What follows belongs to an exercise in optimizing a design on an open flow for small area, a short achievable clock period and few clock cycles; a production flow would make more cautious choices.
The RTL was checked by simulation tests, not by an equivalence proof against the original design.
No activity file was given, so power comes from the tool's default toggle rates.

== the reference run ==
// mips
module mips(clk,reset,imem_addr,imem_rdata,dmem_addr,dmem_wdata,dmem_we,dmem_rdata);
    input clk;
    input reset;
    output [9:0] imem_addr;
    input [31:0] imem_rdata;
    output [9:0] dmem_addr;
    output [31:0] dmem_wdata;
    output dmem_we;
    input [31:0] dmem_rdata;
    reg [9:0]  fpc;            
    reg [9:0]  ras;            
    reg        r_v;            
    reg [31:0] r_ir;
    reg [9:0]  r_pc;           
    reg [31:1] sa, sb;         
    reg        fa, fb;         
    reg        ia28, ia29, ib28, ib29;   
    reg        x_v;            
    reg [31:0] x_ir;
    reg [31:0] xa, xb;         
    reg [31:0] xbop;           
    reg        xfa, xfb;       
    reg        xfbop;          
    reg [31:0] pc_x;
    reg [9:0]  m_addr;
    reg [31:0] m_res;          
    reg        m_we;           
    reg        m_sb1;          
    reg        m_load, m_word, m_rwe, m_ov;
  ...
Size in the first run: about 4,900 cells after synthesis, about 1,400 flip-flops, about 65,000 um2 of cells after synthesis.
Settings: LEC_CHECK=0, CAP_MARGIN=20, CORE_MARGIN=2, CORE_UTILIZATION=40, SLEW_MARGIN=20; clock period 10.0 ns.
standard.sh (not shown) runs the stock make flow with config.mk's settings and CLKGATE_MAP_FILE= SYNTH_SCRIPT=/design/flow/synth_recipe.tcl, a recipe that flattens the netlist after the stock synthesis.
==> flow/flow/run.sh <==
#!/bin/bash
set -euo pipefail
bash standard.sh SETUP_SLACK_MARGIN=6.5 "BUFFER_PORTS_ARGS=-buffer_cell sky130_fd_sc_hd__buf_4" finish > standard_flow.log 2>&1
The reference run finished all stages; the layout is clean.
Testbench counts of the reference run, summed over its fixed seeds: cycles 40,750.
Changes in the trial run relative to the reference run:
diff --git a/flow/design.v b/flow/design.v
--- a/flow/design.v
+++ b/flow/design.v
@@ -124,57 +124,59 @@
     reg [9:0]  fpc;            
     reg [9:0]  ras;            
     reg        r_v;            
     reg [31:0] r_ir;
     reg [9:0]  r_pc;           
     reg [31:1] sa, sb;         
     reg        fa, fb;         
     reg        ia28, ia29, ib28, ib29;   
     reg        x_v;            
     reg [31:0] x_ir;
-    reg [31:0] xa, xb;         
+    reg [31:0] xa;             
     reg [31:0] xbop;           
-    reg        xfa, xfb;       
+    reg        xfa;            
     reg        xfbop;          
     reg [31:0] pc_x;
     reg [9:0]  m_addr;
     reg [31:0] m_res;          
     reg        m_we;           
     reg        m_sb1;          
     reg        m_load, m_word, m_rwe, m_ov;
     reg [4:0]  m_waddr;
     function [22:0] decode;
         input [31:0] w;
         reg [5:0] op, fn;
-        reg store, load, itype, logic_i, addi, rtype, alur, jr, beq, same, j, jal, sub, slt, rwe;
+        reg store, load, itype, logic_i, addi, rtype, alur, jr, beq, same, j, jal, sub, slt, rwe, bb, bnb;
         reg [4:0] waddr;
         begin
             op = w[31:26];
             fn = w[5:0];
             store = op[5] & op[3];
             load = op[5] & ~op[3];
             itype = ~op[5] & op[3];
             logic_i = itype & op[2];
             addi = itype & ~op[2] & ~op[0];
             rtype = ~op[5] & ~op[3] & ~op[2] & ~op[1];
             alur = rtype & fn[5];
             jr = rtype & ~fn[5] & fn[3];
             beq = ~op[5] & ~op[3] & op[2];
             same = (w[25:21] == w[20:16]);
             j = ~op[5] & ~op[3] & ~op[2] & op[1];
             jal = j & op[0];
             sub = fn[1];
             slt = alur & fn[3];
+            bb = (alur & ~sub) | store;
+            bnb = (alur & sub) | beq;
             rwe = load | jal | itype | alur;
             waddr = jal ? 5'd31 : rtype ? w[15:11] : w[20:16];
             decode = {store, load, op[0], addi, jr, beq, beq & ~same, j,
-                      rwe & (waddr != 5'd0), alur & ~sub, alur & sub, ~alur,
+                      rwe & (waddr != 5'd0), bb, bnb, ~(bb | bnb),
                       jal, logic_i, op[1], slt, store,
                       ~(jal | logic_i | slt | store), waddr};
         end
     endfunction
     reg [22:0] r_c, x_c;
     wire x_store  = x_c[22];
     wire x_load   = x_c[21];
     wire x_word   = x_c[20];
     wire x_addi   = x_c[19];
     wire x_jr     = x_c[18];
@@ -210,24 +212,24 @@
              .sb(sb), .fb(fb), .ib28(ib28), .ib29(ib29), .fwd(wdata),
              .busA(ra), .busB(rb), .valid(valid));
     wire x_byp = x_v & x_rwe & ~x_load;
     wire n_xfa = x_byp & (x_waddr == r_rs);
     wire n_xfb = x_byp & (x_waddr == r_rt);
     wire r_bb  = r_c[13];
     wire r_bnb = r_c[12];
     wire [31:0] r_se = {{16{r_ir[15]}}, r_ir[15:0]};
     wire [31:0] n_bop = r_bb ? rb : r_bnb ? ~rb : r_se;
     wire [31:0] a = xfa ? m_res : xa;
-    wire [31:0] b = xfb ? m_res : xb;
     wire [15:0] imm = x_ir[15:0];
     wire [31:0] se = {{16{imm[15]}}, imm};
     wire [31:0] bop = xfbop ? (m_res ^ {32{x_bnb}}) : xbop;
+    wire [31:0] b = bop ^ {32{x_bnb}};     
     wire [31:0] sum;
     ALU ALU1(.a(a), .b(bop), .cin(x_bnb), .sum(sum));
     wire ov = (a[31] == se[31]) & (sum[31] != a[31]);
     wire lt = (a[31] != b[31]) ? a[31] : sum[31];
     wire [31:0] pc4 = pc_x + 32'd4;
     wire [31:0] logic_val = x_rlui ? {imm, 16'b0} : (a | {16'b0, imm});
     wire [31:0] res = ({32{x_rpc4}} & pc4) | ({32{x_rlogic}} & logic_val) |
                       {31'b0, x_rslt & lt} | ({32{x_rb}} & b) | ({32{x_rsum}} & sum);
     wire [9:0] maddr = a[9:0] + imm[9:0];
     wire eq = (a == b);
@@ -302,24 +304,22 @@
             r_ir <= w;
             r_c <= decode(w);
             r_pc <= fpc;
             if (!redirect && !flush && f_jal)
                 ras <= fpc4;
         end
         if (!m_sb1) begin
             x_ir <= r_ir;
             x_c <= r_c;
             xa <= ra;
-            xb <= rb;
             xbop <= n_bop;
             xfa <= n_xfa;
-            xfb <= n_xfb;
             xfbop <= n_xfb & (r_bb | r_bnb);
         end
     end
     always @(posedge clk or posedge reset) begin
         if (reset) begin
             m_we <= 1'b0;
             m_sb1 <= 1'b0;
             m_rwe <= 1'b0;
             m_ov <= 1'b0;
         end else if (m_sb1) begin
### Flow results
The reference run → the trial run: clock-buffer cell count moved down; cell area after layout went down by about 1.4%.
Combinational share of power ended up 1.0 points higher on the trial run than on the reference run.
The trial run went all the way through synthesis, placement and routing and the layout is clean on timing, DRC and antenna.
Total power of the trial run is lower than that of the reference run.
Die area ended up 1.3% lower on the trial run than on the reference run.
Comparing the trial run against the reference run, there is no change at all in maximum level of the CTS H-tree.
Looking at startpoint of the most critical setup path, the x_c[12] result is from the trial run; the xfa one comes from the reference run.
Multi-input gate share of total cell area ends up higher on the trial run.
Summary of the trial run over the reference run: final period demand of the worst path fell 0.085 ns; clock skew picked up an extra 0.015 ns; routed wire length lost 2.3%; placed standard-cell area -2.0%.
Re clock group share of total power: the trial run and the reference run aren't equal, and the lower value belongs to the trial run.
As of the trial run, flip-flop and latch count had fallen by a few percent compared to the reference run.
Row total standard cell area after synthesis: the trial run lower / the reference run higher
Testbench counts of the trial run, summed over its fixed seeds: cycles 40,750.

## re-timing with driven ports
How much do the figures lean on ideal ports? The routed layouts below were timed once more, with nothing changed but the port constraints. Step 1 (the two cells are an assumption about what drives the block):
set clk [get_ports {clk}]
set_driving_cell -lib_cell sky130_fd_sc_hd__clkbuf_16 $clk
set_driving_cell -lib_cell sky130_fd_sc_hd__buf_2 [delete_from_list [all_inputs] $clk]
Step 2 also shifts input and output timing later by t, the mid clock arrival at the registers, as if the neighbouring blocks saw the same clock. Slacks: ideal / step 1 / step 2; pairs: ideal / step 1.
run	shift t [ns]	slack for setup (ns)	worst hold slack (ns)	slew at the worst register clock pin (ns)
the reference run	0.900	6.095 / 6.095 / 5.364	0.418 / 0.418 / 0.418	0.07 / 0.07
the trial run	0.891	6.180 / 6.180 / 5.482	0.417 / 0.417 / 0.417	0.08 / 0.08
After both steps every run listed still meets setup and hold. The setup slack of the reference run, which loses most, moves by 0.000 ns with the drivers and by -0.731 ns with both steps.
